Background: an optimization exercise with open tools, aiming at small area, a short achievable clock period and few clock cycles. Do not read the settings as production practice.
Only simulation tests tie the RTL to the original design; equivalence was not proved.
Power and IR drop assume default switching activity.

==> ember <==
// zipcore
module	zipcore(i_clk, i_reset,
		o_wb_cyc, o_wb_stb, o_wb_we, o_wb_addr, o_wb_data, o_wb_sel,
		i_wb_ack, i_wb_stall, i_wb_data, i_wb_err);
	input	wire		i_clk, i_reset;
	output	wire		o_wb_cyc, o_wb_stb, o_wb_we;
	output	wire	[29:0]	o_wb_addr;
	output	wire	[31:0]	o_wb_data;
	output	wire	[3:0]	o_wb_sel;
	input	wire		i_wb_ack, i_wb_stall;
	input	wire	[31:0]	i_wb_data;
	input	wire		i_wb_err;
	wire		dbg_ack, dbg_stall, ext_int;
	wire	[31:0]	dbg_data;
	zipbones #(.RESET_ADDRESS(32'h0100000), .ADDRESS_WIDTH(30),
			.LGICACHE(6))
		swic(i_clk, i_reset,
			o_wb_cyc, o_wb_stb, o_wb_we, o_wb_addr, o_wb_data,
				o_wb_sel, i_wb_ack, i_wb_stall, i_wb_data,
				i_wb_err,
			1'b0, ext_int,
			1'b0, 1'b0, 1'b0, 1'b0, 32'h00,
				dbg_ack, dbg_stall, dbg_data);
	wire	[34:0]	unused;
	assign	unused = { dbg_ack, dbg_stall, ext_int, dbg_data };
endmodule
Settings: LEC_CHECK=0, CAP_MARGIN=20, CORE_MARGIN=2, CORE_UTILIZATION=40, SLEW_MARGIN=20; clock period 12.0 ns.
run.sh (not shown) runs the stock make flow with config.mk's settings and CLKGATE_MAP_FILE= SYNTH_SCRIPT=/design/flow/synth_recipe.tcl, a recipe that flattens the netlist after the stock synthesis.
==> raven (differences from ember) <==
--- a/flow/design.v
+++ b/flow/design.v
@@ -822,74 +822,51 @@
 			if (this_is_a_multiply_op)
 				mpyhi  <= i_op[1];
 		assign	mpybusy = mpypipe[0];
 		assign	mpy_result = (r_sgn[1])?r_smpy_result:r_umpy_result;
 		assign	mpydone = mpypipe[1];
 	end else  
 	begin  
-		reg	[63:0]	r_mpy_result;
-		reg	[31:0]	r_mpy_a_input, r_mpy_b_input;
-		reg		r_mpy_signed;
-		reg	[3:0]	mpypipe;
+		reg	signed [32:0]	r_mpy_a_input;
+		reg	[32:0]	r_mpy_b_input;
+		reg	[4:0]	mpypipe;
+		reg	signed [42:0]	r_hi;
+		reg	[23:0]	r_lo;
 		always @(posedge i_clk)
 		begin
 			if (i_rst)
-				mpypipe <= 4'h0;
-			else begin
-				mpypipe[0] <= this_is_a_multiply_op;
-				mpypipe[1] <= mpypipe[0];
-				mpypipe[2] <= mpypipe[1];
-				mpypipe[3] <= mpypipe[2];
-			end
-			if (i_op[0])  
-			begin
-				r_mpy_a_input <= {(~i_a[31]),i_a[30:0]};
-				r_mpy_b_input <= {(~i_b[31]),i_b[30:0]};
-			end else begin
-				r_mpy_a_input <= i_a[31:0];
-				r_mpy_b_input <= i_b[31:0];
-			end
-			r_mpy_signed  <= i_op[0];
+				mpypipe <= 5'h0;
+			else
+				mpypipe <= { mpypipe[3:0], this_is_a_multiply_op };
 			if (this_is_a_multiply_op)
+			begin
+				r_mpy_a_input <= { (i_a[31])&&(i_op[0]), i_a };
+				r_mpy_b_input <= { (i_b[31])&&(i_op[0]), i_b };
 				mpyhi  <= i_op[1];
+			end else if (|mpypipe[2:0])
+				r_mpy_b_input <= { {(8){r_mpy_b_input[32]}},
+						r_mpy_b_input[32:8] };
 		end
-		assign	mpybusy = |mpypipe[2:0];
-		assign	mpydone = mpypipe[3];
-		reg	[31:0]	pp_f, pp_l;  
-		reg	[31:0]	pp_o, pp_i;  
-		reg	[32:0]	pp_s;
-		always @(posedge i_clk)
-		begin
-			pp_f<=r_mpy_a_input[31:16]*r_mpy_b_input[31:16];
-			pp_o<=r_mpy_a_input[31:16]*r_mpy_b_input[15: 0];
-			pp_i<=r_mpy_a_input[15: 0]*r_mpy_b_input[31:16];
-			pp_l<=r_mpy_a_input[15: 0]*r_mpy_b_input[15: 0];
-			if (r_mpy_signed)
-				pp_s <= 32'h8000_0000-(
-				  	r_mpy_a_input[31:0]
-					+ r_mpy_b_input[31:0]);
-			else
-				pp_s <= 33'h0;
-		end
-		reg	[63:0]	pp_fl;
-		reg	[32:0]	pp_oi, pp_s2;
-		always @(posedge i_clk)
-		begin
-			pp_fl <= { pp_f, pp_l };
-			pp_oi <= { 1'b0, pp_o } + { 1'b0, pp_i };
-			pp_s2 <= pp_s;
-		end
+		assign	mpybusy = |mpypipe[3:0];
+		assign	mpydone = mpypipe[4];
+		wire	signed	[8:0]	w_mpy_b_byte;
+		wire	signed	[41:0]	w_mpy_prod;
+		assign	w_mpy_b_byte = (mpypipe[3])
+				? r_mpy_b_input[8:0]
+				: { 1'b0, r_mpy_b_input[7:0] };
+		assign	w_mpy_prod = r_mpy_a_input * w_mpy_b_byte;
 		always @(posedge i_clk)
+		if (mpypipe[0])
+			r_hi <= w_mpy_prod;
+		else if (|mpypipe[3:1])
 		begin
-			r_mpy_result[15:0] <= pp_fl[15:0];
-			r_mpy_result[63:16] <= pp_fl[63:16]
-				+ { 15'h00, pp_oi }
-				+ { pp_s2, 15'h00 };
+			r_hi <= (r_hi >>> 8) + w_mpy_prod;
+			r_lo <= { r_hi[7:0], r_lo[23:8] };
 		end
-		assign	mpy_result = r_mpy_result;
+		assign	mpy_result = { r_hi[39:0], r_lo };
 	end
 	endgenerate  
 	always @(posedge i_clk)
 	if (i_ce)
 	begin
 		pre_sign <= (i_a[31]);
 		c <= 1'b0;
==> qor summary <==
Status: raven no timing/DRC/antenna violations; ember no timing/DRC/antenna violations
Worst hold slack across all endpoints: raven 390.8 ps; ember 321.0 ps
Largest net degree at the start of global routing: raven 109; ember 125
Starting density of the core: raven 40.22%; ember 40.12%
Path depth of the worst reg2reg path: raven 33; ember 26
Switching power of the nets: raven 0.003539 W; ember 0.008092 W
Critical path data arrival time: raven 9910 ps; ember 10460 ps
Post-layout utilization of the core: raven 44.80%; ember 44.40%
Clock network share of area: raven 5.173%; ember 4.888%
Num CTS Buffers: raven 230; ember 281
Number of flip-flops and latches: raven 2167; ember 2454
Rel. slew slack: raven 20.74%; ember 10.84%
Post-synthesis share of cell area spent on and, or, nand and nor gates: raven 11.32%; ember 11.07%
Worst Path Buf+Inv: raven 3; ember 2
Number of nets in the final layout: raven 12910; ember 17400
Number of instances in the synthesized netlist: raven 12100; ember 15540
Power density relative to cell area: raven 106.1 nW/um^2; ember 135.7 nW/um^2
Die ar.: raven 346600 um^2; ember 426000 um^2
Relative area change from synthesis to final layout: raven 11.39%; ember 10.68%
N_diodes: raven 14; ember 25
Routed vias: raven 103800; ember 129200
Clock period minus worst slack: raven 9292 ps; ember 9610 ps
Part of the cycle the worst path needs: raven 77.44%; ember 80.09%
Multi-input combinational gate total: raven 8713; ember 10920
Violation count after the first detailed-route iteration: raven 13050; ember 16080
Global-route wire length before repair: raven 711.2 mm; ember 893.1 mm
Testbench counts of ember, summed over its fixed seeds: cycles 35,423.
Testbench counts of raven, summed over its fixed seeds: cycles 36,298.

---

==> run a: inputs <==
Another version of the RTL of zipcore (not shown whole).
Settings: LEC_CHECK=0, CAP_MARGIN=20, CORE_MARGIN=2, CORE_UTILIZATION=55, SETUP_SLACK_MARGIN=4, SLEW_MARGIN=20; clock period 12.0 ns.
==> run b (differences from run a) <==
--- a/flow/design.v
+++ b/flow/design.v
@@ -1070,20 +1070,15 @@
 			||((alu_wF)||((alu_wR)&&(alu_reg[3:0] == 4'he)))
 			||(mem_busy)||(div_busy)||(fpu_busy);
 	wire	seq_stall, seq_only;
 	assign	seq_stall = (alu_busy)||(div_busy)||(fpu_busy)
 			||(wr_reg_ce)||(mem_busy)||(op_valid)||(wr_flags_ce);
 	assign	seq_only = ((step)&&(gie))
-			||((dcd_valid)&&(dcd_rA)&&(dcd_Apc)&&(dcd_A[4] != dcd_gie))
-			||((dcd_valid)&&(dcd_rB)&&(dcd_Bpc)&&(dcd_B[4] != dcd_gie));
-	wire	cc_read, cc_stall;
-	assign	cc_read = (dcd_valid)&&(((dcd_rA)&&(dcd_Acc))
-					||((dcd_rB)&&(dcd_Bcc)));
-	assign	cc_stall = (alu_busy)||(div_busy)||(fpu_busy)||(op_valid)
-			||(mem_rdbusy)||((wr_reg_ce)&&(wr_write_cc));
-	assign	op_stall = ((seq_only)&&(seq_stall))||((cc_read)&&(cc_stall))
+			||((dcd_valid)&&((dcd_rA)&&((dcd_Acc)||((dcd_Apc)&&(dcd_A[4] != dcd_gie)))))
+			||((dcd_valid)&&((dcd_rB)&&((dcd_Bcc)||((dcd_Bpc)&&(dcd_B[4] != dcd_gie)))));
+	assign	op_stall = ((seq_only)&&(seq_stall))
 		||(op_valid)&&(  
 			(alu_stall)
 			||(((op_valid_div)||(op_valid_fpu))
 				&&(!adf_ce_unconditional))
 			||(mem_stalled)  
 			||(op_Rcc)
- CORE_UTILIZATION: 55 -> 40
- SETUP_SLACK_MARGIN: 4 -> unset
==> run summary <==
Worst setup path:
- On the worst path, the slowest cell contributes a delay of 620 ps.

Layout:
- The non-clock buffer count in the final layout is 437.
- Registers represent a cell area share of 0.4002.
- The multi-input combinational cells in the finished layout cover a total of 75510 um2.

Logic synthesis:
- Of the total synthesized cell area, the portion taken by AND, OR, NAND and NOR gates is 0.1108.
- Synthesis produced 12830 cells.

Route:
- For this block, wires on met1 add up to 214.4 mm.

Global routing:
- The maximum number of pins on one net before global-route repair is 146.

Placement:
- Summing all placed instances gives a cell area of 152100 um2.

Worst hold path:
- The end point of the worst hold path is swic.thecpu.r_alu_pc[13].

Power:
- Summed over all cells, the static leakage comes to 58.26 nW.

Run status:
- The flow ran to the end and the layout has no timing, DRC or antenna violations.
the above is filed under run b

==> run summary <==
Route:
- The wire length on met1 is 205.0 mm.

Global routing:
- The maximum number of pins on one net before global-route repair is 164.

STA:
- The number of max-slew violations in the final report was 82.

Run status:
- The run finished, with violations left.
- A clean result was blocked by max-slew violations.

Logic synthesis:
- The basic-gate share of the synthesized area counting and, or, nand and nor cells is 0.1097.
- The synthesized netlist cell count is 12735.

Power:
- In this run the static leakage power is 58.13 nW.

Worst setup path:
- The maximum cell stage delay along the critical path is 700 ps.

Worst hold path:
- The end point of the worst hold path is swic.thecpu.r_alu_pc[7].

Placement:
- The cell area after placement is 150000 um2.

Layout:
- The non-clock buffer count in the final layout is 442.
the above is filed under run a

Testbench counts of run a, summed over its fixed seeds: cycles 38,192.
Testbench counts of run b, summed over its fixed seeds: cycles 38,403.

---

==> inputs of run A <==
Starting RTL as in the previous note.
==> flow/config.mk <==
export PLATFORM = sky130hd
export DESIGN_NAME = zipcore
export DESIGN_NICKNAME = zipcore
export VERILOG_FILES = /design/flow/design.v
export SDC_FILE = /design/flow/constraint.sdc
export NUM_CORES = 4
export LEC_CHECK = 0
export CAP_MARGIN = 20
export CORE_MARGIN = 2
export CORE_UTILIZATION = 40
export SETUP_SLACK_MARGIN = 4
export SLEW_MARGIN = 20
==> flow/constraint.sdc <==
create_clock -name core_clock -period 12.0 [get_ports {i_clk}]
set_input_delay 2.4000 -clock core_clock [delete_from_list [all_inputs] [get_ports {i_clk}]]
set_output_delay 2.4000 -clock core_clock [all_outputs]
set_load 0.01 [all_outputs]
==> run D (differences from run A) <==
--- a/flow/design.v
+++ b/flow/design.v
@@ -1070,20 +1070,15 @@
 			||((alu_wF)||((alu_wR)&&(alu_reg[3:0] == 4'he)))
 			||(mem_busy)||(div_busy)||(fpu_busy);
 	wire	seq_stall, seq_only;
 	assign	seq_stall = (alu_busy)||(div_busy)||(fpu_busy)
 			||(wr_reg_ce)||(mem_busy)||(op_valid)||(wr_flags_ce);
 	assign	seq_only = ((step)&&(gie))
-			||((dcd_valid)&&(dcd_rA)&&(dcd_Apc)&&(dcd_A[4] != dcd_gie))
-			||((dcd_valid)&&(dcd_rB)&&(dcd_Bpc)&&(dcd_B[4] != dcd_gie));
-	wire	cc_read, cc_stall;
-	assign	cc_read = (dcd_valid)&&(((dcd_rA)&&(dcd_Acc))
-					||((dcd_rB)&&(dcd_Bcc)));
-	assign	cc_stall = (alu_busy)||(div_busy)||(fpu_busy)||(op_valid)
-			||(mem_rdbusy)||((wr_reg_ce)&&(wr_write_cc));
-	assign	op_stall = ((seq_only)&&(seq_stall))||((cc_read)&&(cc_stall))
+			||((dcd_valid)&&((dcd_rA)&&((dcd_Acc)||((dcd_Apc)&&(dcd_A[4] != dcd_gie)))))
+			||((dcd_valid)&&((dcd_rB)&&((dcd_Bcc)||((dcd_Bpc)&&(dcd_B[4] != dcd_gie)))));
+	assign	op_stall = ((seq_only)&&(seq_stall))
 		||(op_valid)&&(  
 			(alu_stall)
 			||(((op_valid_div)||(op_valid_fpu))
 				&&(!adf_ce_unconditional))
 			||(mem_stalled)  
 			||(op_Rcc)
Settings changed: CORE_UTILIZATION 40 to 55, SETUP_SLACK_MARGIN 4 to not set.
==> run M (differences from run A) <==
--- a/flow/design.v
+++ b/flow/design.v
@@ -1070,20 +1070,15 @@
 			||((alu_wF)||((alu_wR)&&(alu_reg[3:0] == 4'he)))
 			||(mem_busy)||(div_busy)||(fpu_busy);
 	wire	seq_stall, seq_only;
 	assign	seq_stall = (alu_busy)||(div_busy)||(fpu_busy)
 			||(wr_reg_ce)||(mem_busy)||(op_valid)||(wr_flags_ce);
 	assign	seq_only = ((step)&&(gie))
-			||((dcd_valid)&&(dcd_rA)&&(dcd_Apc)&&(dcd_A[4] != dcd_gie))
-			||((dcd_valid)&&(dcd_rB)&&(dcd_Bpc)&&(dcd_B[4] != dcd_gie));
-	wire	cc_read, cc_stall;
-	assign	cc_read = (dcd_valid)&&(((dcd_rA)&&(dcd_Acc))
-					||((dcd_rB)&&(dcd_Bcc)));
-	assign	cc_stall = (alu_busy)||(div_busy)||(fpu_busy)||(op_valid)
-			||(mem_rdbusy)||((wr_reg_ce)&&(wr_write_cc));
-	assign	op_stall = ((seq_only)&&(seq_stall))||((cc_read)&&(cc_stall))
+			||((dcd_valid)&&((dcd_rA)&&((dcd_Acc)||((dcd_Apc)&&(dcd_A[4] != dcd_gie)))))
+			||((dcd_valid)&&((dcd_rB)&&((dcd_Bcc)||((dcd_Bpc)&&(dcd_B[4] != dcd_gie)))));
+	assign	op_stall = ((seq_only)&&(seq_stall))
 		||(op_valid)&&(  
 			(alu_stall)
 			||(((op_valid_div)||(op_valid_fpu))
 				&&(!adf_ce_unconditional))
 			||(mem_stalled)  
 			||(op_Rcc)
==> run summary <==
| item | run M | run D | run A |
|---|---|---|---|
| Sequential cell count | 2279 | 2279 | 2280 |
| Fraction of area in multi-input gates | 0.469 | 0.476 | 0.468 |
| Outcome | no timing/DRC/antenna violations | no timing/DRC/antenna violations | no timing/DRC/antenna violations |
| Insertion delay to the later sink of the worst-skew pair | 0.94 ns | 0.97 ns | 0.92 ns |
| Met1 capacity usage during global routing | 0.385 | 0.525 | 0.378 |
| Sink count of the clock tree | 2279 | 2279 | 2280 |
| First-pass GRT wire length | 761000 um | 798000 um | 738000 um |
| Inserted Clock Buffers | 265 | 241 | 264 |
| Detailed Routing Iterations Pass 1 | 6 | 9 | 9 |
| Met2 wirelength from detailed routing | 234000 um | 249000 um | 227000 um |
| Area growth from synthesis to final layout | 11.8% | 10.1% | 11.8% |
| Worst setup margin | 4.41 ns | 4.39 ns | 4.44 ns |
| Slowest stage delay, CP | 0.94 ns | 0.61 ns | 0.51 ns |
| Worst path depth | 24 | 26 | 27 |
| Buffer count excluding the clock tree in the final layout | 437 | 439 | 428 |
| Final setup skew | 0.0677 ns | 0.136 ns | 0.0701 ns |
| Initial antenna violation count | 22 | 35 | 29 |
| Met3 Wirelength | 53300 um | 62300 um | 51700 um |
| Total wire length after detailed routing | 534000 um | 563000 um | 516000 um |
| Iteration-0 DRC count of the detailed router | 14213 | 15055 | 14369 |
| Area used by sequential logic in the layout | 0.0644 mm2 | 0.0644 mm2 | 0.0645 mm2 |
| Seq. pwr | 0.00866 W | 0.00866 W | 0.00864 W |
| Instance count after placement with tap cells included | 17372 | 16097 | 17276 |
| Clock Power Share | 0.477 | 0.457 | 0.477 |
| Combinational cell power | 0.000517 W | 0.000531 W | 0.000482 W |
| Nets in the synthesized netlist | 13786 | 13786 | 13691 |
Testbench counts of run A, summed over its fixed seeds: cycles 38,192.
Testbench counts of run D, summed over its fixed seeds: cycles 38,403.
Testbench counts of run M, summed over its fixed seeds: cycles 38,403.

[port drivers added, routing unchanged]
No port has a modelled driver above. Below, the same layouts with a new extraction and two added sets of constraints.
Step 1 (the two cells are an assumption about what drives the block):
set clk [get_ports {i_clk}]
set_driving_cell -lib_cell sky130_fd_sc_hd__clkbuf_16 $clk
set_driving_cell -lib_cell sky130_fd_sc_hd__buf_2 [delete_from_list [all_inputs] $clk]
Step 2 also shifts input and output timing later by t, the mid clock arrival at the registers, as if the neighbouring blocks saw the same clock.
Slacks: ideal / step 1 / step 2; pairs: ideal / step 1.
run | t (ns) | slack for setup (ns) | slew at the worst register clock pin (ns) | worst slew at a driven data input, ns
ember | 1.054 | 2.390 / 2.390 / 2.390 | 0.07 / 0.07 | 0.15
raven | 1.018 | 2.708 / 2.708 / 2.708 | 0.08 / 0.08 | 0.24
run a of note 2 | 1.023 | 4.189 / 4.189 / 4.189 | 0.07 / 0.07 | 0.04
run b of note 2 | 1.016 | 4.206 / 4.206 / 4.206 | 0.07 / 0.07 | 0.06
run A of note 3 | 0.991 | 4.436 / 4.436 / 4.436 | 0.07 / 0.07 | 0.06
run D of note 3 | 1.010 | 4.395 / 4.395 / 4.395 | 0.07 / 0.07 | 0.05
run M of note 3 | 1.016 | 4.405 / 4.405 / 4.405 | 0.07 / 0.07 | 0.06
